Source: an optimization exercise on an open RTL-to-GDS flow (aim: small area and a short achievable clock period). Production flows keep margins and buffers that such runs may drop.
In this exercise RTL edits were held to simulation tests only and were not proved equivalent to the original.

## flow/design.v (module list and top-level ports; edited modules follow where they fit)
// module IIR: 1298 lines
// module IIR_fa: 4 lines
// module IIR_ha: 4 lines
module IIR
          (clk,
           reset,
           clk_enable,
           In1,
           ce_out,
           Out1);
  // ...
==> flow/flow/run.sh <==
#!/bin/bash
# Standard ORFS layout, with port buffers of a plain buffer cell and timing
# repair aimed below the clock period (the SDC is unchanged).
set -euo pipefail
bash standard.sh SETUP_SLACK_MARGIN=5.3 "BUFFER_PORTS_ARGS=-buffer_cell sky130_fd_sc_hd__buf_2" ABC_AREA=1 finish > flow_make.log 2>&1
==> flow/standard.sh <==
#!/bin/bash
# synth_recipe.tcl (not shown) runs the flow's synth.tcl, then flattens the netlist and writes it again
# the make line also repeats each setting of config.mk as NAME=value (left out here)
make -C /OpenROAD-flow-scripts/flow DESIGN_CONFIG=/design/flow/config.mk WORK_HOME=/design/flow/orfs CLKGATE_MAP_FILE= SYNTH_SCRIPT=/design/flow/synth_recipe.tcl "${@:-finish}"
==> flow/config.mk <==
export PLATFORM = sky130hd
export DESIGN_NAME = IIR
export DESIGN_NICKNAME = IIR
export VERILOG_FILES = /design/flow/design.v
export SDC_FILE = /design/flow/constraint.sdc
export NUM_CORES = 4
export LEC_CHECK = 0
export CAP_MARGIN = 20
export CORE_MARGIN = 2
export CORE_UTILIZATION = 40
export SLEW_MARGIN = 20
export SYNTH_HIERARCHICAL = 1
export SYNTH_MINIMUM_KEEP_SIZE = 0
export TNS_END_PERCENT = 0
==> flow/constraint.sdc <==
create_clock -name core_clock -period 10.0 [get_ports {clk}]
set_input_delay 2.0000 -clock core_clock [delete_from_list [all_inputs] [get_ports {clk}]]
set_output_delay 2.0000 -clock core_clock [all_outputs]
set_load 0.01 [all_outputs]
==> reports/qor.txt, run 1 <==
Non-CTS buffers: 94
synthesized area: 11700 µm²
routing usage on met2: 33.1%
Top delay family on crit path: adder cells
pin count of the biggest net entering global routing: 80
reg2reg path depth: 19
final hold violations: 0
fin crit share: 45.2%
relative slew slack: 41.0%
Top reg by flops: t
vias in the first global route: 9326
Vias: 9040
Post-route DRC: 0
placed insts: 1764
FF+latch count: 83
main combinational cell family by area after synthesis: adder cells
total inserted antenna cells: 0
status: finished clean
area leader, netlist: fa_1
wire length on met2: 13500 µm
number of flops mapped to enable cells by yosys: 0
hold depth: 2
fmax: 221 MHz
layout cells sized above 1: 13.8%
#MultiIn Comb: 1055
crit start category: flop
ClkCell Share: 2.13%
==> inputs of run 2 (changes only) <==
--- a/flow/design.v
+++ b/flow/design.v
@@ -13,21 +13,23 @@
   output  ce_out;
   output  [15:0] Out1;   
   reg  [15:0] s;      
   reg  [16:0] t;      
   reg  [15:0] r;      
   reg         rnz;    
   reg  [15:0] vr;     
   reg         vn;     
-  reg  [15:0] o;      
+  reg  [15:0] vr2;    
+  reg         vn2;    
   wire [10:0] In1s = In1[15:5];
   wire [10:0] In1s_n = ~In1s;
   wire [15:0] s_n = ~s;
-  wire [15:0] vr_n = ~vr;
+  wire [15:0] vr2_n = ~vr2;
+  wire        vn2_n = ~vn2;
   wire m_s1, m_c2;
   IIR_ha um_s1 (.a(s[13]), .b(s[11]), .s(m_s1), .co(m_c2));
   wire m_s3, m_c4;
   IIR_fa um_s3 (.a(s[14]), .b(s[12]), .c(s[7]), .s(m_s3), .co(m_c4));
   wire m_s5, m_c6;
   IIR_fa um_s5 (.a(s[13]), .b(s[8]), .c(s[0]), .s(m_s5), .co(m_c6));
   wire m_s7, m_c8;
   IIR_ha um_s7 (.a(t[2]), .b(s_n[15]), .s(m_s7), .co(m_c8));
@@ -1038,268 +1040,177 @@
   wire q_o1013 = q_p879 ^ q_G996;
   wire q_o1014 = q_p881 ^ q_G997;
   wire q_o1015 = q_p883 ^ q_G998;
   wire q_o1016 = q_p885 ^ q_G999;
   wire q_o1017 = q_p887 ^ q_G1000;
   wire q_o1018 = q_p889 ^ q_G1001;
   wire q_o1019 = q_p891 ^ q_G1002;
   wire q_o1020 = q_s842 ^ q_G1003;
-  wire x_s1021, x_c1022;
-  IIR_fa ux_s1021 (.a(~vn), .b(vr_n[0]), .c(q_c745), .s(x_s1021), .co(x_c1022));
-  wire x_s1023, x_c1024;
-  IIR_fa ux_s1023 (.a(vr_n[1]), .b(q_s758), .c(q_c751), .s(x_s1023), .co(x_c1024));
-  wire x_s1025, x_c1026;
-  IIR_fa ux_s1025 (.a(vr_n[2]), .b(q_c759), .c(q_s766), .s(x_s1025), .co(x_c1026));
-  wire x_s1027, x_c1028;
-  IIR_fa ux_s1027 (.a(vr_n[3]), .b(x_c1026), .c(q_s776), .s(x_s1027), .co(x_c1028));
-  wire x_s1029, x_c1030;
-  IIR_fa ux_s1029 (.a(vr_n[4]), .b(q_s786), .c(q_c777), .s(x_s1029), .co(x_c1030));
-  wire x_s1031, x_c1032;
-  IIR_fa ux_s1031 (.a(vr_n[5]), .b(q_c787), .c(q_s794), .s(x_s1031), .co(x_c1032));
-  wire x_s1033, x_c1034;
-  IIR_fa ux_s1033 (.a(vr_n[6]), .b(q_s802), .c(q_c795), .s(x_s1033), .co(x_c1034));
-  wire x_s1035, x_c1036;
-  IIR_fa ux_s1035 (.a(vr_n[7]), .b(q_c803), .c(q_s810), .s(x_s1035), .co(x_c1036));
-  wire x_s1037, x_c1038;
-  IIR_fa ux_s1037 (.a(vr_n[8]), .b(q_c811), .c(q_s818), .s(x_s1037), .co(x_c1038));
-  wire x_s1039, x_c1040;
-  IIR_fa ux_s1039 (.a(vr_n[9]), .b(q_c819), .c(q_s824), .s(x_s1039), .co(x_c1040));
-  wire x_s1041, x_c1042;
-  IIR_fa ux_s1041 (.a(vr_n[10]), .b(q_s830), .c(q_c825), .s(x_s1041), .co(x_c1042));
-  wire x_s1043, x_c1044;
-  IIR_fa ux_s1043 (.a(vr_n[11]), .b(q_c831), .c(q_s834), .s(x_s1043), .co(x_c1044));
-  wire x_s1045, x_c1046;
-  IIR_fa ux_s1045 (.a(vr_n[12]), .b(q_s838), .c(q_c835), .s(x_s1045), .co(x_c1046));
-  wire x_s1047, x_c1048;
-  IIR_fa ux_s1047 (.a(vr_n[13]), .b(q_c839), .c(q_s840), .s(x_s1047), .co(x_c1048));
-  wire x_s1049, x_c1050;
-  IIR_fa ux_s1049 (.a(s_n[13]), .b(vr_n[14]), .c(q_c841), .s(x_s1049), .co(x_c1050));
-  wire x_s1051 = ~(vr[15] ^ q_s842);
-  wire x_c1052 = vr[15] | q_s842;
-  wire x_s1053 = ~(s[15] ^ s_n[15]);
-  wire x_c1054 = s[15] | s_n[15];
-  wire x_s1055, x_c1056;
-  IIR_ha ux_s1055 (.a(q_c843), .b(x_s1053), .s(x_s1055), .co(x_c1056));
-  wire x_g1057 = s_n[0] & s_n[2];
-  wire x_p1058 = s_n[0] | s_n[2];
-  wire x_g1059 = s_n[1] & q_s716;
-  wire x_p1060 = s_n[1] | q_s716;
-  wire x_g1061 = q_c717 & q_s718;
-  wire x_p1062 = q_c717 | q_s718;
-  wire x_g1063 = q_c719 & q_s720;
-  wire x_p1064 = q_c719 | q_s720;
-  wire x_g1065 = q_c721 & q_s722;
-  wire x_p1066 = q_c721 | q_s722;
-  wire x_g1067 = q_c723 & q_s724;
-  wire x_p1068 = q_c723 | q_s724;
-  wire x_g1069 = q_c725 & q_s728;
-  wire x_p1070 = q_c725 | q_s728;
-  wire x_g1071 = q_c729 & q_s732;
-  wire x_p1072 = q_c729 | q_s732;
-  wire x_g1073 = q_c733 & q_s738;
-  wire x_p1074 = q_c733 | q_s738;
-  wire x_g1075 = q_c739 & q_s744;
-  wire x_p1076 = q_c739 | q_s744;
-  wire x_g1077 = q_s750 & x_s1021;
-  wire x_p1078 = q_s750 | x_s1021;
-  wire x_g1079 = x_c1022 & x_s1023;
-  wire x_p1080 = x_c1022 ^ x_s1023;
-  wire x_g1081 = x_c1024 & x_s1025;
-  wire x_p1082 = x_c1024 ^ x_s1025;
-  wire x_g1083 = x_c1028 & x_s1029;
-  wire x_p1084 = x_c1028 ^ x_s1029;
-  wire x_g1085 = x_c1030 & x_s1031;
-  wire x_p1086 = x_c1030 ^ x_s1031;
-  wire x_g1087 = x_c1032 & x_s1033;
-  wire x_p1088 = x_c1032 ^ x_s1033;
-  wire x_g1089 = x_c1034 & x_s1035;
-  wire x_p1090 = x_c1034 ^ x_s1035;
-  wire x_g1091 = x_c1036 & x_s1037;
-  wire x_p1092 = x_c1036 ^ x_s1037;
-  wire x_g1093 = x_c1038 & x_s1039;
-  wire x_p1094 = x_c1038 ^ x_s1039;
-  wire x_g1095 = x_c1040 & x_s1041;
-  wire x_p1096 = x_c1040 ^ x_s1041;
-  wire x_g1097 = x_c1042 & x_s1043;
-  wire x_p1098 = x_c1042 ^ x_s1043;
-  wire x_g1099 = x_c1044 & x_s1045;
-  wire x_p1100 = x_c1044 ^ x_s1045;
-  wire x_g1101 = x_c1046 & x_s1047;
-  wire x_p1102 = x_c1046 ^ x_s1047;
-  wire x_g1103 = x_c1048 & x_s1049;
-  wire x_p1104 = x_c1048 ^ x_s1049;
-  wire x_g1105 = x_c1050 & x_s1051;
-  wire x_p1106 = x_c1050 ^ x_s1051;
-  wire x_g1107 = x_c1052 & x_s1055;
-  wire x_p1108 = x_c1052 ^ x_s1055;
-  wire x_G1109 = 1'b0 | (1'b0 & 1'b0);
-  wire x_G1110 = 1'b0 | (s[1] & 1'b0);
-  wire x_P1111 = s[1] & s[0];
-  wire x_G1112 = x_g1059 | (x_p1060 & x_g1057);
-  wire x_P1113 = x_p1060 & x_p1058;
-  wire x_G1114 = x_g1063 | (x_p1064 & x_g1061);
-  wire x_P1115 = x_p1064 & x_p1062;
-  wire x_G1116 = x_g1067 | (x_p1068 & x_g1065);
-  wire x_P1117 = x_p1068 & x_p1066;
-  wire x_G1118 = x_g1071 | (x_p1072 & x_g1069);
-  wire x_P1119 = x_p1072 & x_p1070;
-  wire x_G1120 = x_g1075 | (x_p1076 & x_g1073);
-  wire x_P1121 = x_p1076 & x_p1074;
-  wire x_G1122 = x_g1079 | (x_p1080 & x_g1077);
-  wire x_P1123 = x_p1080 & x_p1078;
-  wire x_G1124 = 1'b0 | (x_s1027 & x_g1081);
-  wire x_P1125 = x_s1027 & x_p1082;
-  wire x_G1126 = x_g1085 | (x_p1086 & x_g1083);
-  wire x_P1127 = x_p1086 & x_p1084;
-  wire x_G1128 = x_g1089 | (x_p1090 & x_g1087);
-  wire x_P1129 = x_p1090 & x_p1088;
-  wire x_G1130 = x_g1093 | (x_p1094 & x_g1091);
-  wire x_P1131 = x_p1094 & x_p1092;
-  wire x_G1132 = x_g1097 | (x_p1098 & x_g1095);
-  wire x_P1133 = x_p1098 & x_p1096;
-  wire x_G1134 = x_g1101 | (x_p1102 & x_g1099);
-  wire x_P1135 = x_p1102 & x_p1100;
-  wire x_G1136 = x_g1105 | (x_p1106 & x_g1103);
-  wire x_P1137 = x_p1106 & x_p1104;
-  wire x_G1138 = 1'b0 | (s[0] & x_G1109);
-  wire x_G1139 = x_G1110 | (x_P1111 & x_G1109);
-  wire x_G1140 = x_g1061 | (x_p1062 & x_G1112);
-  wire x_P1141 = x_p1062 & x_P1113;
-  wire x_G1142 = x_G1114 | (x_P1115 & x_G1112);
-  wire x_P1143 = x_P1115 & x_P1113;
-  wire x_G1144 = x_g1069 | (x_p1070 & x_G1116);
-  wire x_P1145 = x_p1070 & x_P1117;
-  wire x_G1146 = x_G1118 | (x_P1119 & x_G1116);
-  wire x_P1147 = x_P1119 & x_P1117;
-  wire x_G1148 = x_g1077 | (x_p1078 & x_G1120);
-  wire x_P1149 = x_p1078 & x_P1121;
-  wire x_G1150 = x_G1122 | (x_P1123 & x_G1120);
-  wire x_P1151 = x_P1123 & x_P1121;
-  wire x_G1152 = x_g1083 | (x_p1084 & x_G1124);
-  wire x_P1153 = x_p1084 & x_P1125;
-  wire x_G1154 = x_G1126 | (x_P1127 & x_G1124);
-  wire x_P1155 = x_P1127 & x_P1125;
-  wire x_G1156 = x_g1091 | (x_p1092 & x_G1128);
-  wire x_P1157 = x_p1092 & x_P1129;
-  wire x_G1158 = x_G1130 | (x_P1131 & x_G1128);
-  wire x_P1159 = x_P1131 & x_P1129;
-  wire x_G1160 = x_g1099 | (x_p1100 & x_G1132);
-  wire x_P1161 = x_p1100 & x_P1133;
-  wire x_G1162 = x_G1134 | (x_P1135 & x_G1132);
-  wire x_P1163 = x_P1135 & x_P1133;
-  wire x_G1164 = x_g1107 | (x_p1108 & x_G1136);
-  wire x_P1165 = x_p1108 & x_P1137;
-  wire x_G1166 = x_g1057 | (x_p1058 & x_G1139);
-  wire x_G1167 = x_G1112 | (x_P1113 & x_G1139);
-  wire x_G1168 = x_G1140 | (x_P1141 & x_G1139);
-  wire x_G1169 = x_G1142 | (x_P1143 & x_G1139);
-  wire x_G1170 = x_g1073 | (x_p1074 & x_G1146);
-  wire x_P1171 = x_p1074 & x_P1147;
-  wire x_G1172 = x_G1120 | (x_P1121 & x_G1146);
-  wire x_P1173 = x_P1121 & x_P1147;
-  wire x_G1174 = x_G1148 | (x_P1149 & x_G1146);
-  wire x_P1175 = x_P1149 & x_P1147;
-  wire x_G1176 = x_G1150 | (x_P1151 & x_G1146);
-  wire x_P1177 = x_P1151 & x_P1147;
-  wire x_G1178 = x_g1087 | (x_p1088 & x_G1154);
-  wire x_P1179 = x_p1088 & x_P1155;
-  wire x_G1180 = x_G1128 | (x_P1129 & x_G1154);
-  wire x_P1181 = x_P1129 & x_P1155;
-  wire x_G1182 = x_G1156 | (x_P1157 & x_G1154);
-  wire x_P1183 = x_P1157 & x_P1155;
-  wire x_G1184 = x_G1158 | (x_P1159 & x_G1154);
-  wire x_P1185 = x_P1159 & x_P1155;
-  wire x_G1186 = x_g1103 | (x_p1104 & x_G1162);
-  wire x_P1187 = x_p1104 & x_P1163;
-  wire x_G1188 = x_G1136 | (x_P1137 & x_G1162);
-  wire x_P1189 = x_P1137 & x_P1163;
-  wire x_G1190 = x_G1164 | (x_P1165 & x_G1162);
-  wire x_P1191 = x_P1165 & x_P1163;
-  wire x_G1192 = x_g1065 | (x_p1066 & x_G1169);
-  wire x_G1193 = x_G1116 | (x_P1117 & x_G1169);
-  wire x_G1194 = x_G1144 | (x_P1145 & x_G1169);
-  wire x_G1195 = x_G1146 | (x_P1147 & x_G1169);
-  wire x_G1196 = x_G1170 | (x_P1171 & x_G1169);
-  wire x_G1197 = x_G1172 | (x_P1173 & x_G1169);
-  wire x_G1198 = x_G1174 | (x_P1175 & x_G1169);
-  wire x_G1199 = x_G1176 | (x_P1177 & x_G1169);
-  wire x_G1200 = x_g1095 | (x_p1096 & x_G1184);
-  wire x_P1201 = x_p1096 & x_P1185;
-  wire x_G1202 = x_G1132 | (x_P1133 & x_G1184);
-  wire x_P1203 = x_P1133 & x_P1185;
-  wire x_G1204 = x_G1160 | (x_P1161 & x_G1184);
-  wire x_P1205 = x_P1161 & x_P1185;
-  wire x_G1206 = x_G1162 | (x_P1163 & x_G1184);
-  wire x_P1207 = x_P1163 & x_P1185;
-  wire x_G1208 = x_G1186 | (x_P1187 & x_G1184);
-  wire x_P1209 = x_P1187 & x_P1185;
-  wire x_G1210 = x_G1188 | (x_P1189 & x_G1184);
-  wire x_P1211 = x_P1189 & x_P1185;
-  wire x_G1212 = x_G1190 | (x_P1191 & x_G1184);
-  wire x_P1213 = x_P1191 & x_P1185;
-  wire x_G1214 = x_g1081 | (x_p1082 & x_G1199);
-  wire x_G1215 = x_G1124 | (x_P1125 & x_G1199);
-  wire x_G1216 = x_G1152 | (x_P1153 & x_G1199);
-  wire x_G1217 = x_G1154 | (x_P1155 & x_G1199);
-  wire x_G1218 = x_G1178 | (x_P1179 & x_G1199);
-  wire x_G1219 = x_G1180 | (x_P1181 & x_G1199);
-  wire x_G1220 = x_G1182 | (x_P1183 & x_G1199);
-  wire x_G1221 = x_G1184 | (x_P1185 & x_G1199);
-  wire x_G1222 = x_G1200 | (x_P1201 & x_G1199);
-  wire x_G1223 = x_G1202 | (x_P1203 & x_G1199);
-  wire x_G1224 = x_G1204 | (x_P1205 & x_G1199);
-  wire x_G1225 = x_G1206 | (x_P1207 & x_G1199);
-  wire x_G1226 = x_G1208 | (x_P1209 & x_G1199);
-  wire x_G1227 = x_G1210 | (x_P1211 & x_G1199);
-  wire x_G1228 = x_G1212 | (x_P1213 & x_G1199);
-  wire x_o1229 = x_p1080 ^ x_G1198;
-  wire x_o1230 = x_p1082 ^ x_G1199;
-  wire x_o1231 = x_s1027 ^ x_G1214;
-  wire x_o1232 = x_p1084 ^ x_G1215;
-  wire x_o1233 = x_p1086 ^ x_G1216;
-  wire x_o1234 = x_p1088 ^ x_G1217;
-  wire x_o1235 = x_p1090 ^ x_G1218;
-  wire x_o1236 = x_p1092 ^ x_G1219;
-  wire x_o1237 = x_p1094 ^ x_G1220;
-  wire x_o1238 = x_p1096 ^ x_G1221;
-  wire x_o1239 = x_p1098 ^ x_G1222;
-  wire x_o1240 = x_p1100 ^ x_G1223;
-  wire x_o1241 = x_p1102 ^ x_G1224;
-  wire x_o1242 = x_p1104 ^ x_G1225;
-  wire x_o1243 = x_p1106 ^ x_G1226;
-  wire x_o1244 = x_p1108 ^ x_G1227;
+  wire y_s1021, y_c1022;
+  IIR_fa uy_s1021 (.a(r[0]), .b(vr2_n[0]), .c(vn2_n), .s(y_s1021), .co(y_c1022));
+  wire y_s1023, y_c1024;
+  IIR_ha uy_s1023 (.a(r[1]), .b(vr2_n[1]), .s(y_s1023), .co(y_c1024));
+  wire y_s1025, y_c1026;
+  IIR_ha uy_s1025 (.a(r[2]), .b(vr2_n[2]), .s(y_s1025), .co(y_c1026));
+  wire y_s1027, y_c1028;
+  IIR_ha uy_s1027 (.a(r[3]), .b(vr2_n[3]), .s(y_s1027), .co(y_c1028));
+  wire y_s1029, y_c1030;
+  IIR_ha uy_s1029 (.a(r[4]), .b(vr2_n[4]), .s(y_s1029), .co(y_c1030));
+  wire y_s1031, y_c1032;
+  IIR_ha uy_s1031 (.a(r[5]), .b(vr2_n[5]), .s(y_s1031), .co(y_c1032));
+  wire y_s1033, y_c1034;
+  IIR_ha uy_s1033 (.a(r[6]), .b(vr2_n[6]), .s(y_s1033), .co(y_c1034));
+  wire y_s1035, y_c1036;
+  IIR_ha uy_s1035 (.a(r[7]), .b(vr2_n[7]), .s(y_s1035), .co(y_c1036));
+  wire y_s1037, y_c1038;
+  IIR_ha uy_s1037 (.a(r[8]), .b(vr2_n[8]), .s(y_s1037), .co(y_c1038));
+  wire y_s1039, y_c1040;
+  IIR_ha uy_s1039 (.a(r[9]), .b(vr2_n[9]), .s(y_s1039), .co(y_c1040));
+  wire y_s1041, y_c1042;
+  IIR_ha uy_s1041 (.a(r[10]), .b(vr2_n[10]), .s(y_s1041), .co(y_c1042));
+  wire y_s1043, y_c1044;
+  IIR_ha uy_s1043 (.a(r[11]), .b(vr2_n[11]), .s(y_s1043), .co(y_c1044));
+  wire y_s1045, y_c1046;
+  IIR_ha uy_s1045 (.a(r[12]), .b(vr2_n[12]), .s(y_s1045), .co(y_c1046));
+  wire y_s1047, y_c1048;
+  IIR_ha uy_s1047 (.a(r[13]), .b(vr2_n[13]), .s(y_s1047), .co(y_c1048));
+  wire y_s1049, y_c1050;
+  IIR_ha uy_s1049 (.a(r[14]), .b(vr2_n[14]), .s(y_s1049), .co(y_c1050));
+  wire y_s1051, y_c1052;
+  IIR_ha uy_s1051 (.a(r[15]), .b(vr2_n[15]), .s(y_s1051), .co(y_c1052));
+  wire y_s1053, y_c1054;
+  IIR_ha uy_s1053 (.a(r[15]), .b(vr2_n[15]), .s(y_s1053), .co(y_c1054));
+  wire y_g1055 = y_c1022 & y_s1023;
+  wire y_p1056 = y_c1022 ^ y_s1023;
+  wire y_g1057 = y_c1024 & y_s1025;
+  wire y_p1058 = y_c1024 ^ y_s1025;
+  wire y_g1059 = y_c1026 & y_s1027;
+  wire y_p1060 = y_c1026 ^ y_s1027;
+  wire y_g1061 = y_c1028 & y_s1029;
+  wire y_p1062 = y_c1028 ^ y_s1029;
+  wire y_g1063 = y_c1030 & y_s1031;
+  wire y_p1064 = y_c1030 ^ y_s1031;
+  wire y_g1065 = y_c1032 & y_s1033;
+  wire y_p1066 = y_c1032 ^ y_s1033;
+  wire y_g1067 = y_c1034 & y_s1035;
+  wire y_p1068 = y_c1034 ^ y_s1035;
+  wire y_g1069 = y_c1036 & y_s1037;
+  wire y_p1070 = y_c1036 ^ y_s1037;
+  wire y_g1071 = y_c1038 & y_s1039;
+  wire y_p1072 = y_c1038 ^ y_s1039;
+  wire y_g1073 = y_c1040 & y_s1041;
+  wire y_p1074 = y_c1040 ^ y_s1041;
+  wire y_g1075 = y_c1042 & y_s1043;
+  wire y_p1076 = y_c1042 ^ y_s1043;
+  wire y_g1077 = y_c1044 & y_s1045;
+  wire y_p1078 = y_c1044 ^ y_s1045;
+  wire y_g1079 = y_c1046 & y_s1047;
+  wire y_p1080 = y_c1046 ^ y_s1047;
+  wire y_g1081 = y_c1048 & y_s1049;
+  wire y_p1082 = y_c1048 ^ y_s1049;
+  wire y_g1083 = y_c1050 & y_s1051;
+  wire y_p1084 = y_c1050 ^ y_s1051;
+  wire y_g1085 = y_c1052 & y_s1053;
+  wire y_p1086 = y_c1052 ^ y_s1053;
+  wire y_G1087 = y_g1055 | (y_p1056 & 1'b0);
+  wire y_G1088 = y_g1059 | (y_p1060 & y_g1057);
+  wire y_P1089 = y_p1060 & y_p1058;
+  wire y_G1090 = y_g1063 | (y_p1064 & y_g1061);
+  wire y_P1091 = y_p1064 & y_p1062;
+  wire y_G1092 = y_g1067 | (y_p1068 & y_g1065);
+  wire y_P1093 = y_p1068 & y_p1066;
+  wire y_G1094 = y_g1071 | (y_p1072 & y_g1069);
+  wire y_P1095 = y_p1072 & y_p1070;
+  wire y_G1096 = y_g1075 | (y_p1076 & y_g1073);
+  wire y_P1097 = y_p1076 & y_p1074;
+  wire y_G1098 = y_g1079 | (y_p1080 & y_g1077);
+  wire y_P1099 = y_p1080 & y_p1078;
+  wire y_G1100 = y_g1083 | (y_p1084 & y_g1081);
+  wire y_P1101 = y_p1084 & y_p1082;
+  wire y_G1102 = y_g1057 | (y_p1058 & y_G1087);
+  wire y_G1103 = y_G1088 | (y_P1089 & y_G1087);
+  wire y_G1104 = y_g1065 | (y_p1066 & y_G1090);
+  wire y_P1105 = y_p1066 & y_P1091;
+  wire y_G1106 = y_G1092 | (y_P1093 & y_G1090);
+  wire y_P1107 = y_P1093 & y_P1091;
+  wire y_G1108 = y_g1073 | (y_p1074 & y_G1094);
+  wire y_P1109 = y_p1074 & y_P1095;
+  wire y_G1110 = y_G1096 | (y_P1097 & y_G1094);
+  wire y_P1111 = y_P1097 & y_P1095;
+  wire y_G1112 = y_g1081 | (y_p1082 & y_G1098);
+  wire y_P1113 = y_p1082 & y_P1099;
+  wire y_G1114 = y_G1100 | (y_P1101 & y_G1098);
+  wire y_P1115 = y_P1101 & y_P1099;
+  wire y_G1116 = y_g1061 | (y_p1062 & y_G1103);
+  wire y_G1117 = y_G1090 | (y_P1091 & y_G1103);
+  wire y_G1118 = y_G1104 | (y_P1105 & y_G1103);
+  wire y_G1119 = y_G1106 | (y_P1107 & y_G1103);
+  wire y_G1120 = y_g1077 | (y_p1078 & y_G1110);
+  wire y_P1121 = y_p1078 & y_P1111;
+  wire y_G1122 = y_G1098 | (y_P1099 & y_G1110);
+  wire y_P1123 = y_P1099 & y_P1111;
+  wire y_G1124 = y_G1112 | (y_P1113 & y_G1110);
+  wire y_P1125 = y_P1113 & y_P1111;
+  wire y_G1126 = y_G1114 | (y_P1115 & y_G1110);
+  wire y_P1127 = y_P1115 & y_P1111;
+  wire y_G1128 = y_g1069 | (y_p1070 & y_G1119);
+  wire y_G1129 = y_G1094 | (y_P1095 & y_G1119);
+  wire y_G1130 = y_G1108 | (y_P1109 & y_G1119);
+  wire y_G1131 = y_G1110 | (y_P1111 & y_G1119);
+  wire y_G1132 = y_G1120 | (y_P1121 & y_G1119);
+  wire y_G1133 = y_G1122 | (y_P1123 & y_G1119);
+  wire y_G1134 = y_G1124 | (y_P1125 & y_G1119);
+  wire y_G1135 = y_G1126 | (y_P1127 & y_G1119);
+  wire y_G1136 = y_g1085 | (y_p1086 & y_G1135);
+  wire y_o1137 = y_p1056 ^ 1'b0;
+  wire y_o1138 = y_p1058 ^ y_G1087;
+  wire y_o1139 = y_p1060 ^ y_G1102;
+  wire y_o1140 = y_p1062 ^ y_G1103;
+  wire y_o1141 = y_p1064 ^ y_G1116;
+  wire y_o1142 = y_p1066 ^ y_G1117;
+  wire y_o1143 = y_p1068 ^ y_G1118;
+  wire y_o1144 = y_p1070 ^ y_G1119;
+  wire y_o1145 = y_p1072 ^ y_G1128;
+  wire y_o1146 = y_p1074 ^ y_G1129;
+  wire y_o1147 = y_p1076 ^ y_G1130;
+  wire y_o1148 = y_p1078 ^ y_G1131;
+  wire y_o1149 = y_p1080 ^ y_G1132;
+  wire y_o1150 = y_p1082 ^ y_G1133;
+  wire y_o1151 = y_p1084 ^ y_G1134;
+  wire y_o1152 = y_p1086 ^ y_G1135;
   wire [15:0] s_next = {m_o395 ^ tk, m_o394, m_o393, m_o392, m_o391, m_o390, m_o389, m_o388, m_o387, m_o386, m_o385, m_o384, m_o383, m_o382, m_o381, m_o380};
   wire [16:0] t_next = {n_o715, n_o714, n_o713, n_o712, n_o711, n_o710, n_o709, n_o708, n_o707, n_o706, n_o705, n_o704, n_o703, n_o702, n_o701, n_o700, n_o699};
   wire [15:0] tn = t[16:1] - 16'd46775;
   wire        tk = tn[15] ^ (tn[14] & (t[0] | (t[14:1] != 14'd14007)));
   wire [15:0] w = {q_o1020, q_o1019, q_o1018, q_o1017, q_o1016, q_o1015, q_o1014, q_o1013, q_o1012, q_o1011, q_o1010, q_o1009, q_o1008, q_o1007, q_o1006, q_o1005};
-  wire [15:0] o_next = {x_o1244 ^ q_o1020, x_o1243, x_o1242, x_o1241, x_o1240, x_o1239, x_o1238, x_o1237, x_o1236, x_o1235, x_o1234, x_o1233, x_o1232, x_o1231, x_o1230, x_o1229};
+  assign Out1 = {y_o1152, y_o1151, y_o1150, y_o1149, y_o1148, y_o1147, y_o1146, y_o1145, y_o1144, y_o1143, y_o1142, y_o1141, y_o1140, y_o1139, y_o1138, y_o1137};
   always @(posedge clk or posedge reset)
     begin
       if (reset == 1'b1) begin
         s   <= 16'h0000;
         t   <= 17'h16D6E;
         r   <= 16'h0000;
         rnz <= 1'b0;
         vr  <= 16'h0000;
         vn  <= 1'b0;
-        o   <= 16'h0000;
+        vr2 <= 16'h0000;
+        vn2 <= 1'b0;
       end
       else if (clk_enable) begin
         s   <= s_next;
         t   <= t_next;
         r   <= w;
         rnz <= |s[11:0];
         vr  <= r;
         vn  <= rnz;
-        o   <= o_next;
+        vr2 <= vr;
+        vn2 <= vn;
       end
     end
-  assign Out1 = o;
   assign ce_out = clk_enable;
 endmodule   
 module IIR_fa(input a, input b, input c, output s, output co);
   assign s = a ^ b ^ c;
   assign co = (a & b) | (a & c) | (b & c);
 endmodule
 module IIR_ha(input a, input b, output s, output co);
   assign s = a ^ b;
==> flow/flow/run.sh (replaced) <==
#!/bin/bash
# Standard ORFS layout, with port buffers of a plain buffer cell and timing
# repair aimed below the clock period (the SDC is unchanged).
set -euo pipefail
bash standard.sh SETUP_SLACK_MARGIN=5.5 "BUFFER_PORTS_ARGS=-buffer_cell sky130_fd_sc_hd__buf_2" ABC_AREA=1 finish > flow_make.log 2>&1
==> reports/qor.txt, run 2 <==
Vias: 8928 (was 9040)
critical-path cell list: buf_6 > buf_2 (was buf_6 > fa_1 > fa_1 > fa_1 > fa_1 > fa_1 > ha_4 > nand2_1 > o21bai_1 > nand2_1 > nand2_1 > nand2_2 > inv_1 > nand2_2 > nand2_2 > nand2_1 > nand2_1 > nand3_1 > nand2_1)
register area share after synthesis: 18.1% (was 17.9%)
area grow syn2layout: 11.4% (was 13.3%)
FILL cells: 2824 (was 2803)
die area: 30600 µm² (about the same)
CTS sink cnt: 84 (was 83)
fin nets: 1728 (was 1766)
I/O pins: 36 (unchanged)
crit start category: primary input (was flop)
vias in the first global route: 9419 (was 9326)
Worst-Skew Late Latency: 0.35 ns (about the same)
H-tree depth: 3 (unchanged)
WL met3: 1080 µm (was 672 µm)
Syn Nets: 1682 (was 1681)
GP Congestion: 0.820 (was 0.779)
fraction of registers with async set/reset: 100% (unchanged)
pin count of the biggest net entering global routing: 78 (was 80)
commonest non-fill, non-tap cell in the layout: nand2_1 (unchanged)
area leader, netlist: fa_1 (unchanged)
final-report max-slew violation count: 0 (unchanged)
post-route clock skew: 0.00832 ns (was 0.00979 ns)
Worst path max stage delay: 0.28 ns (was 0.53 ns)
crit path kind: primary input to output port (was flop to flop)
number of placement rows: 62 (unchanged)
synthesized area: 11700 µm² (about the same)
relative slew slack: 45.1% (was 41.0%)
layout cells sized above 1: 14.3% (was 13.8%)
Crit path arrival time: 2.48 ns (was 4.76 ns)
total inserted antenna cells: 0 (unchanged)
Port Buffers: 30 (unchanged)
post-layout util: 45.3% (was 46.1%)
final worst slack: 5.52 ns (was 5.48 ns)
fin crit period: 4.48 ns (was 4.52 ns)
Post-route DRC: 0 (unchanged)
placed insts: 1737 (was 1764)
top-count cell post-synth: nand2_1 (unchanged)
status: finished clean (unchanged)
fmax: 223 MHz (was 221 MHz)
number of flops mapped to enable cells by yosys: 0 (unchanged)
core area: 28800 µm² (was 28700 µm²)
Top reg by flops: t (unchanged)
Longest Clk Path Bufs: 2 (unchanged)
Reg area: 2160 µm² (was 2110 µm²)
Worst Max-Slew Pin Slew: 0.824 ns (was 0.884 ns)
slowest stage cell, crit path: buf_6 (was fa_1)
met1 WL: 12100 µm (was 13100 µm)
post-synth top area share: 29.8% (was 31.9%)
non-filler cells in the finished layout: 1787 (was 1828)
Starting Density: 40.7% (about the same)
antenna violations before repair: 0 (unchanged)
setup TNS: 0 ns (unchanged)
DP HPWL: 19300 µm (was 20100 µm)
Vert. Die Dim: 175 µm (about the same)
RSZ-0062 raised after global routing: yes (unchanged)
footprint of the multi-input gates: 8870 µm² (was 8820 µm²)
DP Worst Slack: 4.73 ns (was 4.50 ns)
most frequent cells in the layout: nand2_1, fa_1, inv_1 (unchanged)
clk slew on worst S/H paths: 0.07 ns (about the same)
fin crit share: 44.8% (was 45.2%)
Max FO, Critical Path: 39 (was 10)
die width: 175 µm (about the same)
first-pass GRT wire length: 46200 µm (was 46600 µm)
final wirelength: 27300 µm (was 27600 µm)
final setup fails: 0 (unchanged)
total grt overflow: 0 (unchanged)
final hold violations: 0 (unchanged)
flops & latches, synth: 84 (was 83)
area post-placement: 12200 µm² (was 12300 µm²)
WHS: 0.473 ns (was 0.476 ns)
Vias per Instance: 5.00 (was 4.95)
Largest register FFs: 17 (unchanged)
WP data required: 8.00 ns (was 10.24 ns)
Bufs and invs on worst path: 2 (unchanged)
Avg WL per Cell: 15.3 µm (was 15.1 µm)
max-cap viol count: 0 (unchanged)
library cells used by synthesis: 47 (was 43)
top post-synthesis cells by area: fa_1, dfrtp_1, ha_1 (unchanged)
cell count after synthesis: 1352 (was 1354)
Most used DFF post-synth: dfrtp_1 (unchanged)
TritonCTS clock tree: done (unchanged)
hold crit path type: flop to flop (unchanged)
Mean Syn Cell Area: 8.66 µm² (was 8.62 µm²)
total track usage: 19.0% (was 19.3%)
antenna-violating nets left: 0 (unchanged)
top layer in use: met4 (unchanged)
Top delay family on crit path: buffers and inverters (was adder cells)
crit path capture type: output port (was flop)
DRT iter0 DRCs: 415 (was 495)
number of buffers created by CTS: 9 (unchanged)
DRT Pass-1 Iters: 5 (unchanged)
Root Buffer Master: clkbuf_16 (unchanged)
top post-synthesis cells by count: nand2_1, fa_1, inv_1, ha_1, nand3_1 (was nand2_1, inv_1, fa_1, ha_1, nand3_1)
final instance area: 13000 µm² (was 13200 µm²)
wire length on met2: 13500 µm (about the same)
yosys warns: 7 (unchanged)
run 2: Yosys stat by module (local to each module, per instance):
module  flip-flops and latches  cells inside  cell area, µm²
IIR_fa                       0             1            20.0
IIR                         84          1128            7640
IIR_ha                       0             1            12.5
run 2: final timing paths:
check | slack [ns] | cells after the start | from | to
max in group asynchronous | 7.09 | 3 | reset | s[13]
max reg2reg | 5.56 | 16 | s[6] | s[3]
min reg2reg | 0.47 | 2 | vr[3] | vr[3]
min | 0.47 | 2 | vr[3] | vr[3]
max | 5.52 | 2 | clk_enable | ce_out
min in group asynchronous | 1.75 | 2 | reset | vr2[1]
run 2: repair_timing:
action / 4_1_cts / 5_1_grt
buffers inserted: 22 / 12
setup endpoints to repair: 42 / 39
hold buffers: 0 / 0
cloned: 0 / 0
pin swaps: 2 / 11
gates resized for setup: 39 / 36
run 2: area by class of cell:
class / instances / share of cell area [%]
Timing Repair Buffer: 72 / 3.94
Clock buffer: 10 / 1.76
Tap cell: 384 / 3.68
Multi-Input combinational cell: 1054 / 68.0
Inverter: 177 / 5.49
Sequential cell: 84 / 16.6
Clock inverter: 6 / 0.557
run 2: logic make-up (layout without fill, tap and decap cells):
kind of cell | count (synthesis) | after routing | synth area share (%)
flops | 84 | 84 | 18.1
simple gates | 585 | 585 | 21.4
fa+ha+maj | 311 | 311 | 44.4
xor+xnor | 17 | 17 | 1.27
compound gates | 141 | 141 | 7.24
buf+inv | 214 | 265 | 7.64
run 2: metal layers:
layer,vias to the layer above,track usage (%)
met1,4381,24.4
met5,-,0
li1,4380,-
met4,0,5.69
met2,129,33.0
met3,38,3.11
==> inputs of run 3 (changes only) <==
==> flow/flow/run.sh (replaced) <==
#!/bin/bash
# Standard ORFS layout, with port buffers of a plain buffer cell and timing
# repair aimed below the clock period (the SDC is unchanged).
set -euo pipefail
bash standard.sh SETUP_SLACK_MARGIN=5.8 "BUFFER_PORTS_ARGS=-buffer_cell sky130_fd_sc_hd__buf_2" ABC_AREA=1 finish > flow_make.log 2>&1
==> reports/qor.txt, run 3 <==
status: finished clean (unchanged)
final wirelength: 26600 µm (was 27300 µm)
top-count cell post-synth: nand2_1 (unchanged)
DRT Pass-1 Iters: 5 (unchanged)
reg2reg path depth: 17 (was 16)
slowest stage cell, crit path: dfrtp_4 (was buf_6)
crit path capture type: flop (was output port)
CTS sink cnt: 84 (unchanged)
Vias: 9028 (was 8928)
Worst Setup SP: s[10] (was clk_enable)
total track usage: 18.8% (was 19.0%)
fin crit share: 43.9% (was 44.8%)
Syn Nets: 1682 (unchanged)
antenna-violating nets left: 0 (unchanged)
Top reg by flops: t (unchanged)
crit path kind: flop to flop (was primary input to output port)
number of flops mapped to enable cells by yosys: 0 (unchanged)
clk slew on worst S/H paths: 0.07 ns (about the same)
max-cap viol count: 0 (unchanged)
total inserted antenna cells: 0 (unchanged)
commonest non-fill, non-tap cell in the layout: nand2_1 (unchanged)
Max FO, Critical Path: 8 (was 39)
I/O pins: 36 (unchanged)
area grow syn2layout: 12.8% (was 11.4%)
worst reg-to-reg setup slack: 5.61 ns (was 5.56 ns)
Worst Max-Slew Pin Slew: 0.943 ns (was 0.824 ns)
fraction of registers with async set/reset: 100% (unchanged)
most frequent cells in the layout: nand2_1, fa_1, inv_1 (unchanged)
pin count of the biggest net entering global routing: 92 (was 78)
cell count after synthesis: 1352 (unchanged)
final setup fails: 0 (unchanged)
fin crit period: 4.39 ns (was 4.48 ns)
Port Buffers: 30 (unchanged)
worst setup path endpoint: s[15] (was ce_out)
H-tree depth: 3 (unchanged)
DP HPWL: 19100 µm (was 19300 µm)
WP data required: 10.28 ns (was 8.00 ns)
top post-synthesis cells by count: nand2_1, fa_1, inv_1, ha_1, nand3_1 (unchanged)
number of buffers created by CTS: 9 (unchanged)
final instance area: 13200 µm² (was 13000 µm²)
post-synth top area share: 29.8% (unchanged)
setup TNS: 0 ns (unchanged)
Starting Density: 40.7% (unchanged)
Vert. Die Dim: 175 µm (unchanged)
final hold violations: 0 (unchanged)
final-report max-slew violation count: 0 (unchanged)
crit start category: flop (was primary input)
fin nets: 1748 (was 1728)
TritonCTS clock tree: done (unchanged)
hold crit path type: flop to flop (unchanged)
layout cells sized above 1: 15.9% (was 14.3%)
Avg WL per Cell: 14.7 µm (was 15.3 µm)
first-pass GRT wire length: 46000 µm (was 46200 µm)
area post-placement: 12200 µm² (about the same)
area leader, netlist: fa_1 (unchanged)
critical-path cell list: fa_1 > fa_1 > fa_1 > fa_1 > fa_1 > ha_1 > a21oi_1 > o21ai_2 > nand2_1 > nand2_1 > nand2_1 > nand2_1 > a21oi_1 > nand3_1 > nand2_1 > nand2_1 > nand2_1 (was buf_6 > buf_2)
Longest Clk Path Bufs: 2 (unchanged)
hold depth: 2 (unchanged)
worst r2r src: s[10] (was s[6])
CP dominant cell by count: nand2_1
fmax: 228 MHz (was 223 MHz)
relative slew slack: 37.1% (was 45.1%)
total grt overflow: 0 (unchanged)
RSZ-0062 raised after global routing: yes (unchanged)
flops & latches, synth: 84 (unchanged)
synthesized area: 11700 µm² (unchanged)
library cells used by synthesis: 47 (unchanged)
Most used DFF post-synth: dfrtp_1 (unchanged)
Mean Syn Cell Area: 8.66 µm² (unchanged)
worst r2r dst: s[15] (was s[3])
Vias per Instance: 5.00 (about the same)
die area: 30600 µm² (unchanged)
die width: 175 µm (unchanged)
vias in the first global route: 9377 (was 9419)
Root Buffer Master: clkbuf_16 (unchanged)
register area share after synthesis: 18.1% (unchanged)
GP Congestion: 0.824 (was 0.820)
Post-route DRC: 0 (unchanged)
antenna violations before repair: 0 (unchanged)
DRT iter0 DRCs: 527 (was 415)
core area: 28800 µm² (unchanged)
number of placement rows: 62 (unchanged)
Largest register FFs: 17 (unchanged)
yosys warns: 7 (unchanged)
post-route clock skew: 0.0117 ns (was 0.00832 ns)
Crit path arrival time: 4.67 ns (was 2.48 ns)
Worst-Skew Late Latency: 0.35 ns (about the same)
Worst path max stage delay: 0.60 ns (was 0.28 ns)
CTS Hold Buffers Added: 0 (unchanged)
top post-synthesis cells by area: fa_1, dfrtp_1, ha_1 (unchanged)
run 3: cell types whose count changed in the layout (fill, tap and decap cells not counted), moves of 3 or more:
| cell | delta |
|---|---|
| nand2_2 | +3 |
| buf_4 | +24 |
| buf_6 | -4 |
| ha_4 | -3 |
| ha_1 | +3 |
run 3: logic make-up (layout without fill, tap and decap cells):
kind of cell,after synthesis,in the layout,share of synthesized area [%]
adder cells (fa/ha/maj),311,311,44.4
AND/OR/NAND/NOR,585,585,21.4
buffers and inverters,214,285,7.64
XOR/XNOR,17,17,1.27
flip-flops,84,84,18.1
AO/OA/AOI/OAI,141,141,7.24
run 3: layout make-up:
type	instances	area [µm²]
Fill cell	2790	15600
Multi-Input combinational cell	1054	8840
Sequential cell	84	2160
Inverter	177	716
Timing Repair Buffer	92	644
Tap cell	384	480
Clock buffer	10	239
Clock inverter	6	118
run 3: worst max-delay path: cells and delay by family, from the launching register on:
| kind | cells | cell delay (ns) |
|---|---|---|
| adders and majority gates | 6 | 2.66 |
| DFF | 1 | 0.60 |
| and+or+nand+nor | 8 | 0.60 |
| AOI/OAI and AO/OA | 3 | 0.47 |
run 3: per-layer routing:
metal / global-route usage, % / wire length (µm) / vias up
met5: 0 / 0 / -
met4: 3.65 / 333 / 0
met3: 3.22 / 961 / 23
met2: 32.4 / 13000 / 120
met1: 25.1 / 12300 / 4464
li1: - / - / 4421
run 3: worst min-delay path by stage:
stage / startpoint / to
2_1_floorplan: vn / vn
3_3_place_gp: vr[0] / vr[0]
3_5_place_dp: vr[10] / vr[10]
4_1_cts: vr[0] / vr[0]
5_1_grt: vr[0] / vr[0]
6_report: vr[15] / vr[15]
run 3: what timing repair did:
action / CTS / global route
hold endpoints to repair: 0 / 0
resized for setup: 45 / 14
setup buffers: 43 / 14
setup endpoints to repair: 58 / 49
pin swaps: 14 / 10
run 3: stage by stage:
step / hold slack [ns] / std cells / util, % / setup slack, ns
after CTS: 0.475 / 1793 / 45.4 / 5.55
after global placement: 0.455 / 1734 / 42.4 / 4.78
final: 0.474 / 1807 / 45.9 / 5.61
after detailed placement: 0.459 / 1734 / 42.4 / 4.73
after global routing: 0.497 / 1807 / 45.9 / 5.43
after floorplan: 0.442 / 1352 / - / 5.60
run 3: per-module statistics from Yosys (local to each module, per instance):
module	cell area, µm²	flip-flops and latches	copies in the design
IIR	7640	84	1
IIR_fa	20.0	0	168
IIR_ha	12.5	0	56
==> inputs of run 4 (changes only) <==
==> flow/flow/run.sh (replaced) <==
#!/bin/bash
# Standard ORFS layout, with port buffers of a plain buffer cell and timing
# repair aimed below the clock period (the SDC is unchanged).
set -euo pipefail
bash standard.sh SETUP_SLACK_MARGIN=5.5 "BUFFER_PORTS_ARGS=-buffer_cell sky130_fd_sc_hd__buf_2" ABC_AREA=1 CAP_MARGIN=0 SLEW_MARGIN=0 finish > flow_make.log 2>&1
==> reports/qor.txt, run 4 <==
status: finished clean (unchanged)
top-count cell post-synth: nand2_1 (unchanged)
fraction of registers with async set/reset: 100% (unchanged)
final worst slack: 5.52 ns (was 5.61 ns)
non-filler cells in the finished layout: 1787 (was 1807)
top post-synthesis cells by area: fa_1, dfrtp_1, ha_1 (unchanged)
area leader, netlist: fa_1 (unchanged)
Worst Setup SP: clk_enable (was s[10])
worst r2r src: s[6] (was s[10])
H-tree depth: 3 (unchanged)
crit start category: primary input (was flop)
die area: 30600 µm² (unchanged)
fin crit share: 44.8% (was 43.9%)
Mean Syn Cell Area: 8.66 µm² (unchanged)
crit path kind: primary input to output port (was flop to flop)
number of flops mapped to enable cells by yosys: 0 (unchanged)
RSZ-0062 raised after global routing: yes (unchanged)
crit path capture type: output port (was flop)
die width: 175 µm (unchanged)
clk slew on worst S/H paths: 0.07 ns (about the same)
final hold violations: 0 (unchanged)
Stages on worst setup path: 2 (was 17)
Max FO, Critical Path: 39 (was 8)
fin crit period: 4.48 ns (was 4.39 ns)
DP Worst Slack: 4.73 ns (about the same)
Starting Density: 40.7% (unchanged)
most frequent cells in the layout: nand2_1, fa_1, inv_1 (unchanged)
Port Buffers: 30 (unchanged)
synthesized area: 11700 µm² (unchanged)
final-report max-slew violation count: 0 (unchanged)
first-pass GRT wire length: 46200 µm (was 46000 µm)
Worst path max stage delay: 0.28 ns (was 0.60 ns)
DRT Pass-1 Iters: 5 (unchanged)
DP HPWL: 19300 µm (was 19100 µm)
worst r2r dst: s[3] (was s[15])
final instance area: 13000 µm² (was 13200 µm²)
area post-placement: 12200 µm² (about the same)
vias in the first global route: 9419 (was 9377)
reg2reg path depth: 16 (was 17)
final wirelength: 27300 µm (was 26600 µm)
worst reg-to-reg setup slack: 5.56 ns (was 5.61 ns)
fin nets: 1728 (was 1748)
Top delay family on crit path: buffers and inverters (was adder cells)
library cells used by synthesis: 47 (unchanged)
total grt overflow: 0 (unchanged)
Largest register FFs: 17 (unchanged)
number of buffers created by CTS: 9 (unchanged)
top post-synthesis cells by count: nand2_1, fa_1, inv_1, ha_1, nand3_1 (unchanged)
antenna-violating nets left: 0 (unchanged)
Avg WL per Cell: 15.3 µm (was 14.7 µm)
total track usage: 19.0% (was 18.8%)
total inserted antenna cells: 0 (unchanged)
TritonCTS clock tree: done (unchanged)
antenna violations before repair: 0 (unchanged)
relative slew slack: 45.1% (was 37.1%)
cell count after synthesis: 1352 (unchanged)
Root Buffer Master: clkbuf_16 (unchanged)
CTS Hold Buffers Added: 0 (unchanged)
area grow syn2layout: 11.4% (was 12.8%)
Worst Max-Slew Pin Slew: 0.824 ns (was 0.943 ns)
flops & latches, synth: 84 (unchanged)
Longest Clk Path Bufs: 2 (unchanged)
hold_sp: vr[3] (was vr[15])
Crit path arrival time: 2.48 ns (was 4.67 ns)
register area share after synthesis: 18.1% (unchanged)
Most used DFF post-synth: dfrtp_1 (unchanged)
max-cap viol count: 0 (unchanged)
pin count of the biggest net entering global routing: 78 (was 92)
CTS sink cnt: 84 (unchanged)
Bufs and invs on worst path: 2 (was 0)
layout cells sized above 1: 14.3% (was 15.9%)
post-route clock skew: 0.00832 ns (was 0.0117 ns)
placed insts: 1737 (was 1734)
DRT iter0 DRCs: 415 (was 527)
Post-route DRC: 0 (unchanged)
yosys warns: 7 (unchanged)
Worst-Skew Late Latency: 0.35 ns (about the same)
Top reg by flops: t (unchanged)
Vias: 8928 (was 9028)
Syn Nets: 1682 (unchanged)
worst setup path endpoint: ce_out (was s[15])
final setup fails: 0 (unchanged)
core area: 28800 µm² (unchanged)
hold crit path type: flop to flop (unchanged)
fmax: 223 MHz (was 228 MHz)
critical-path cell list: buf_6 > buf_2 (was fa_1 > fa_1 > fa_1 > fa_1 > fa_1 > ha_1 > a21oi_1 > o21ai_2 > nand2_1 > nand2_1 > nand2_1 > nand2_1 > a21oi_1 > nand3_1 > nand2_1 > nand2_1 > nand2_1)
I/O pins: 36 (unchanged)
number of placement rows: 62 (unchanged)
Vias per Instance: 5.00 (about the same)
WP data required: 8.00 ns (was 10.28 ns)
setup TNS: 0 ns (unchanged)
Vert. Die Dim: 175 µm (unchanged)
GP Congestion: 0.820 (was 0.824)
slowest stage cell, crit path: buf_6 (was dfrtp_4)
commonest non-fill, non-tap cell in the layout: nand2_1 (unchanged)
post-synth top area share: 29.8% (unchanged)
-- run 4: worst min path at each step --
stage          endpoint  cells after the start  slack [ns]
2_1_floorplan        vn                      2        0.44
3_3_place_gp      vr[0]                      2        0.45
3_5_place_dp         vn                      2        0.46
4_1_cts              vn                      2        0.48
5_1_grt           vr[8]                      2        0.50
6_report          vr[3]                      2        0.47
-- run 4: through the flow --
step,hold slack [ns],utilization [%]
after CTS,0.479,44.4
after floorplan,0.442,-
after global routing,0.505,45.3
after detailed placement,0.462,42.3
after global placement,0.454,42.3
final,0.473,45.3
-- run 4: final cells by class --
class | count | area, µm²
Sequential cell | 84 | 2160
Multi-Input combinational cell | 1054 | 8870
Fill cell | 2824 | 15700
Clock buffer | 10 | 229
Clock inverter | 6 | 72.6
Tap cell | 384 | 480
Inverter | 177 | 716
Timing Repair Buffer | 72 | 514
-- run 4: per-layer routing --
layer	global-route usage, %	part of all wire [%]	wire, µm
met1	24.4	44	12100
met5	0	0	0
met3	3.11	3.9	1080
met2	33.0	50	13500
met4	5.69	2.2	603
-- run 4: per-module statistics from Yosys, one instance, submodules excluded --
| module | cells | cell area [µm²] | times used | flip-flops and latches |
|---|---|---|---|---|
| IIR | 1128 | 7640 | 1 | 84 |
| IIR_ha | 1 | 12.5 | 56 | 0 |
| IIR_fa | 1 | 20.0 | 168 | 0 |
-- run 4: cell families (layout without fill, tap and decap cells) --
logic type	count (synthesis)	count (layout)	synth area share, %
compound gates	141	141	7.24
xor+xnor	17	17	1.27
flops	84	84	18.1
buf+inv	214	265	7.64
simple gates	585	585	21.4
fa+ha+maj	311	311	44.4
-- run 4: repair_timing --
| action | CTS | global route |
|---|---|---|
| pin swaps | 2 | 11 |
| gates resized for setup | 39 | 36 |
| setup endpoints to repair | 42 | 39 |
| gates cloned | 0 | 0 |
| buffers inserted | 22 | 12 |
-- run 4: worst min-delay path, stage by stage, from the launching register on --
cell and delay, ns:
dfrtp_1 0.35, nand2_1 0.05, nand2_1 0.05
==> inputs of run 5 (changes only) <==
==> flow/flow/run.sh (replaced) <==
#!/bin/bash
# Standard ORFS layout, with port buffers of a plain buffer cell and timing
# repair aimed below the clock period (the SDC is unchanged).
set -euo pipefail
bash standard.sh SETUP_SLACK_MARGIN=5.6 "BUFFER_PORTS_ARGS=-buffer_cell sky130_fd_sc_hd__buf_2" ABC_AREA=1 GPL_ROUTABILITY_DRIVEN=0 finish > flow_make.log 2>&1
==> reports/qor.txt, run 5 <==
crit path capture type: flop (was output port)
most frequent cells in the layout: nand2_1, fa_1, inv_1 (unchanged)
number of placement rows: 62 (unchanged)
Root Buffer Master: clkbuf_16 (unchanged)
number of flops mapped to enable cells by yosys: 0 (unchanged)
area post-placement: 12200 µm² (about the same)
WP data required: 10.21 ns (was 8.00 ns)
yosys warns: 7 (unchanged)
Vias: 8923 (was 8928)
layout cells sized above 1: 14.7% (was 14.3%)
RSZ-0062 raised after global routing: yes (unchanged)
total track usage: 18.7% (was 19.0%)
Crit path arrival time: 4.68 ns (was 2.48 ns)
fin crit share: 44.7% (was 44.8%)
vias in the first global route: 9244 (was 9419)
library cells used by synthesis: 47 (unchanged)
WHS: 0.475 ns (was 0.473 ns)
top-count cell post-synth: nand2_1 (unchanged)
crit start category: flop (was primary input)
die width: 175 µm (unchanged)
DP HPWL: 19200 µm (was 19300 µm)
antenna violations before repair: 0 (unchanged)
status: finished clean (unchanged)
Starting Density: 40.7% (unchanged)
cell count after synthesis: 1352 (unchanged)
synthesized area: 11700 µm² (unchanged)
final-report max-slew violation count: 0 (unchanged)
Vert. Die Dim: 175 µm (unchanged)
setup TNS: 0 ns (unchanged)
antenna-violating nets left: 0 (unchanged)
top post-synthesis cells by area: fa_1, dfrtp_1, ha_1 (unchanged)
post-route clock skew: 0.00787 ns (was 0.00832 ns)
total inserted antenna cells: 0 (unchanged)
crit path kind: flop to flop (was primary input to output port)
H-tree depth: 3 (unchanged)
footprint of the multi-input gates: 8830 µm² (was 8870 µm²)
flops & latches, synth: 84 (unchanged)
fraction of registers with async set/reset: 100% (unchanged)
Vias per Instance: 4.99 (was 5.00)
fin crit period: 4.47 ns (was 4.48 ns)
post-synth top area share: 29.8% (unchanged)
Reg area: 2160 µm² (unchanged)
Max FO, Critical Path: 4 (was 39)
Port Buffers: 30 (unchanged)
fmax: 224 MHz (was 223 MHz)
clk slew on worst S/H paths: 0.07 ns (about the same)
CTS sink cnt: 84 (unchanged)
Worst Max-Slew Pin Slew: 0.861 ns (was 0.824 ns)
Most used DFF post-synth: dfrtp_1 (unchanged)
Worst-Skew Late Latency: 0.35 ns (about the same)
register area share after synthesis: 18.1% (unchanged)
Top reg by flops: t (unchanged)
Post-route DRC: 0 (unchanged)
top post-synthesis cells by count: nand2_1, fa_1, inv_1, ha_1, nand3_1 (unchanged)
max-cap viol count: 0 (unchanged)
hold crit path type: flop to flop (unchanged)
final setup fails: 0 (unchanged)
relative slew slack: 42.6% (was 45.1%)
total grt overflow: 0 (unchanged)
final instance area: 13000 µm² (about the same)
core area: 28800 µm² (unchanged)
I/O pins: 36 (unchanged)
pin count of the biggest net entering global routing: 52 (was 78)
Longest Clk Path Bufs: 2 (unchanged)
DRT iter0 DRCs: 480 (was 415)
Mean Syn Cell Area: 8.66 µm² (unchanged)
TritonCTS clock tree: done (unchanged)
fin nets: 1730 (was 1728)
area leader, netlist: fa_1 (unchanged)
area grow syn2layout: 11.0% (was 11.4%)
final wirelength: 26600 µm (was 27300 µm)
FILL cells: 2774 (was 2824)
commonest non-fill, non-tap cell in the layout: nand2_1 (unchanged)
first-pass GRT wire length: 45600 µm (was 46200 µm)
die area: 30600 µm² (unchanged)
Largest register FFs: 17 (unchanged)
DRT Pass-1 Iters: 5 (unchanged)
number of buffers created by CTS: 9 (unchanged)
final hold violations: 0 (unchanged)
Avg WL per Cell: 14.9 µm (was 15.3 µm)
Syn Nets: 1682 (unchanged)
run 5: cell counts after synthesis:
Identical to the previous run, type by type.
run 5: repair_timing:
action,4_1_cts,5_1_grt
hold buffers,0,0
endpoints found under the setup margin,48,41
buffers inserted,30,7
pin swaps,11,10
gates resized for setup,55,18
run 5: routing by layer:
metal  wire (µm)  GRT usage, %  part of all wire, %  vias up
met1       11900          24.3                   45     4412
met5           0             0                    0        -
met4         317          3.54                  1.2        0
met3        1010          2.83                  3.8       22
li1            -             -                    -     4376
met2       13300          33.3                   50      113
run 5: Yosys stat by module (local to each module, per instance):
module | flip-flops and latches | cell area, µm² | times used
IIR_ha | 0 | 12.5 | 56
IIR | 84 | 7640 | 1
IIR_fa | 0 | 20.0 | 168
run 5: final cells by class:
type / count / share of cell area (%)
clock buffer: 9 / 1.73
timing repair buffer: 74 / 4.12
clock inverter: 6 / 0.375
multi-input combinational: 1054 / 68.0
tap: 384 / 3.70
inverter: 177 / 5.51
sequential: 84 / 16.6
run 5: final timing paths:
check	from	to	slack [ns]	cells after the start
max in group asynchronous	reset	r[12]	7.18	3
worst max register to register	s[14]	s[2]	5.53	15
worst min-delay path	vr[2]	vr[2]	0.47	2
worst min register to register	vr[2]	vr[2]	0.47	2
min in group asynchronous	reset	vn	1.73	2
worst max-delay path	s[14]	s[2]	5.53	15
run 5: kinds of logic after synthesis:
| group | count (synthesis) | synth area share [%] |
|---|---|---|
| AND/OR/NAND/NOR | 585 | 21.4 |
| adder cells (fa/ha/maj) | 311 | 44.4 |
| buffers and inverters | 214 | 7.64 |
| AO/OA/AOI/OAI | 141 | 7.24 |
| flip-flops | 84 | 18.1 |
| XOR/XNOR | 17 | 1.27 |
run 5: critical path, cell delays in order (launching register included):
cell and delay, ns:
dfrtp_4 0.52, fa_1 0.52, fa_2 0.38, fa_1 0.50, fa_1 0.57, fa_1 0.47
ha_4 0.32, nand2_2 0.05, inv_2 0.06, nand2_2 0.06, nor2_1 0.09, nand2_1 0.09
nand2_4 0.09, inv_2 0.04, fa_2 0.51, o21ai_1 0.07
run 5: stage by stage:
| step | worst slack (ns) | cells | utilization [%] |
|---|---|---|---|
| after global placement | 4.80 | 1736 | 42.3 |
| after global routing | 5.31 | 1788 | 45.2 |
| final | 5.53 | 1788 | 45.2 |
| after detailed placement | 4.73 | 1736 | 42.3 |
| after CTS | 5.53 | 1781 | 44.8 |
| after floorplan | 5.55 | 1352 | - |
==> inputs of run 6 (changes only) <==
==> flow/flow/run.sh (replaced) <==
#!/bin/bash
# Standard ORFS layout, with port buffers of a plain buffer cell and timing
# repair aimed below the clock period (the SDC is unchanged).
set -euo pipefail
bash standard.sh SETUP_SLACK_MARGIN=5.3 "BUFFER_PORTS_ARGS=-buffer_cell sky130_fd_sc_hd__buf_2" ABC_AREA=1 finish > flow_make.log 2>&1
==> reports/qor.txt, run 6 <==
post-synth top area share: 29.8% (unchanged)
Stages on worst setup path: 2 (was 15)
pin count of the biggest net entering global routing: 56 (was 52)
Vias per Instance: 5.01 (was 4.99)
critical-path cell list: buf_4 > buf_2 (was fa_1 > fa_2 > fa_1 > fa_1 > fa_1 > ha_4 > nand2_2 > inv_2 > nand2_2 > nor2_1 > nand2_1 > nand2_4 > inv_2 > fa_2 > o21ai_1)
top post-synthesis cells by count: nand2_1, fa_1, inv_1, ha_1, nand3_1 (unchanged)
commonest non-fill, non-tap cell in the layout: nand2_1 (unchanged)
total inserted antenna cells: 0 (unchanged)
DRT Pass-1 Iters: 7 (was 5)
fraction of registers with async set/reset: 100% (unchanged)
post-layout util: 44.5% (was 45.2%)
Worst path max stage delay: 0.38 ns (was 0.57 ns)
area grow syn2layout: 9.36% (was 11.0%)
GP Congestion: 0.817
Top delay family on crit path: buffers and inverters (was adder cells)
status: finished clean (unchanged)
non-filler cells in the finished layout: 1783 (was 1788)
Worst Max-Slew Pin Slew: 0.854 ns (was 0.861 ns)
flops & latches, synth: 84 (unchanged)
top post-synthesis cells by area: fa_1, dfrtp_1, ha_1 (unchanged)
Crit path arrival time: 2.60 ns (was 4.68 ns)
final worst slack: 5.40 ns (was 5.53 ns)
layout cells sized above 1: 12.7% (was 14.7%)
die area: 30600 µm² (unchanged)
Vert. Die Dim: 175 µm (unchanged)
first-pass GRT wire length: 44600 µm (was 45600 µm)
Bufs and invs on worst path: 2 (unchanged)
I/O pins: 36 (unchanged)
max-cap viol count: 0 (unchanged)
FILL cells: 2833 (was 2774)
most frequent cells in the layout: nand2_1, fa_1, inv_1 (unchanged)
final hold violations: 0 (unchanged)
synthesized area: 11700 µm² (unchanged)
Starting Density: 40.7% (unchanged)
crit start category: primary input (was flop)
Most used DFF post-synth: dfrtp_1 (unchanged)
final-report max-slew violation count: 0 (unchanged)
die width: 175 µm (unchanged)
slowest stage cell, crit path: buf_4 (was fa_1)
total grt overflow: 0 (unchanged)
worst r2r src: s[9] (was s[14])
Longest Clk Path Bufs: 2 (unchanged)
DP HPWL: 19400 µm (was 19200 µm)
library cells used by synthesis: 47 (unchanged)
area post-placement: 12200 µm² (about the same)
area leader, netlist: fa_1 (unchanged)
vias in the first global route: 8973 (was 9244)
number of placement rows: 62 (unchanged)
reg2reg path depth: 16 (was 15)
placed insts: 1739 (was 1736)
WHS: 0.475 ns (about the same)
CTS Hold Buffers Added: 0 (unchanged)
hold depth: 2 (unchanged)
Max FO, Critical Path: 39 (was 4)
Root Buffer Master: clkbuf_16 (unchanged)
final setup fails: 0 (unchanged)
top-count cell post-synth: nand2_1 (unchanged)
hold_sp: vr[0] (was vr[2])
fin nets: 1725 (was 1730)
Worst-Skew Late Latency: 0.35 ns (about the same)
Vias: 8941 (was 8923)
number of flops mapped to enable cells by yosys: 0 (unchanged)
antenna violations before repair: 0 (unchanged)
DP Worst Slack: 4.75 ns (was 4.73 ns)
Avg WL per Cell: 14.9 µm (about the same)
-- run 6: cell counts after synthesis --
Identical to the previous run, type by type.
-- run 6: logic make-up after synthesis --
| family | synth area share (%) |
|---|---|
| adders and majority gates | 44.4 |
| AOI/OAI and AO/OA | 7.24 |
| buffers and inverters | 7.64 |
| DFF | 18.1 |
| xor gates and xnor gates | 1.27 |
| and+or+nand+nor | 21.4 |
-- run 6: worst register-to-register path: stages (launching register included) --
cell	delay, ns
dfrtp_2	0.59
clkinvlp_4	0.26
buf_4	0.20
fa_1	0.49
fa_1	0.57
fa_1	0.44
fa_1	0.47
ha_1	0.34
nand2_1	0.08
nor2_1	0.28
nand2_1	0.14
inv_1	0.09
nand2_1	0.08
nand2_2	0.10
nand2_1	0.07
nand3_1	0.08
o21ai_0	0.09
-- run 6: how the worst max path moves through the flow --
stage / from / endpoint / slack (ns)
5_1_grt: r[3] / Out1[13] / 5.21
4_1_cts: s[7] / s[15] / 5.12
2_1_floorplan: s[6] / s[3] / 5.40
3_5_place_dp: s[10] / s[3] / 4.75
3_3_place_gp: s[10] / s[3] / 4.82
6_report: clk_enable / ce_out / 5.40
-- run 6: metal layers --
metal  routed length, µm  up-vias  global-route usage [%]
met5                   0        -                       0
met4                 394        0                    4.34
met3                 990       25                    2.98
met2               13300      129                    32.0
met1               11900     4415                    23.9
li1                    -     4372                       -
-- run 6: layout make-up --
| type | instances | area, µm² | share of cell area [%] |
|---|---|---|---|
| Sequential cell | 84 | 2140 | 16.7 |
| Tap cell | 384 | 480 | 3.75 |
| Inverter | 177 | 716 | 5.59 |
| Timing Repair Buffer | 69 | 464 | 3.63 |
| Clock inverter | 6 | 48.8 | 0.381 |
| Clock buffer | 9 | 225 | 1.76 |
| Multi-Input combinational cell | 1054 | 8730 | 68.2 |
-- run 6: timing repair --
item,4_1_cts,5_1_grt
buffers inserted,13,16
pin swaps,0,3
setup endpoints to repair,29,39
resized for setup,13,26
-- run 6: Yosys stat by module, one instance, submodules excluded --
| module | copies in the design | cells inside | area (µm²) | flops+latches |
|---|---|---|---|---|
| IIR | 1 | 1128 | 7640 | 84 |
| IIR_fa | 168 | 1 | 20.0 | 0 |
| IIR_ha | 56 | 1 | 12.5 | 0 |

==> port drivers added, routing unchanged <==
The flow's constraints put no driver on any port. The routed layouts listed below were extracted and timed again, unchanged, in two steps.
Step 1 (the two cells are an assumption about what drives the block):
set clk [get_ports {clk}]
set_driving_cell -lib_cell sky130_fd_sc_hd__clkbuf_16 $clk
set_driving_cell -lib_cell sky130_fd_sc_hd__buf_2 [delete_from_list [all_inputs] $clk]
Step 2 also shifts input and output timing later by t, the mid clock arrival at the registers, as if the neighbouring blocks saw the same clock.
Slacks: no drivers / after step 1 / after step 2; pairs: no drivers / after step 1.
run	t (ns)	slack for setup (ns)	hold WS [ns]	clock arrival spread, ns	pins driven straight from the clock port
run 1	0.395	5.475 / 5.475 / 5.475	0.476 / 0.476 / 0.476	0.010 / 0.010	1
run 2	0.395	5.521 / 5.472 / 5.472	0.473 / 0.473 / 0.473	0.010 / 0.010	1
run 3	0.389	5.615 / 5.572 / 5.615	0.474 / 0.474 / 0.474	0.012 / 0.011	1
run 4	0.395	5.521 / 5.472 / 5.472	0.473 / 0.473 / 0.473	0.010 / 0.010	1
run 5	0.392	5.527 / 5.504 / 5.504	0.475 / 0.475 / 0.475	0.009 / 0.008	1
run 6	0.390	5.401 / 5.369 / 5.378	0.475 / 0.475 / 0.475	0.015 / 0.015	1
After both steps every run listed still meets setup and hold.
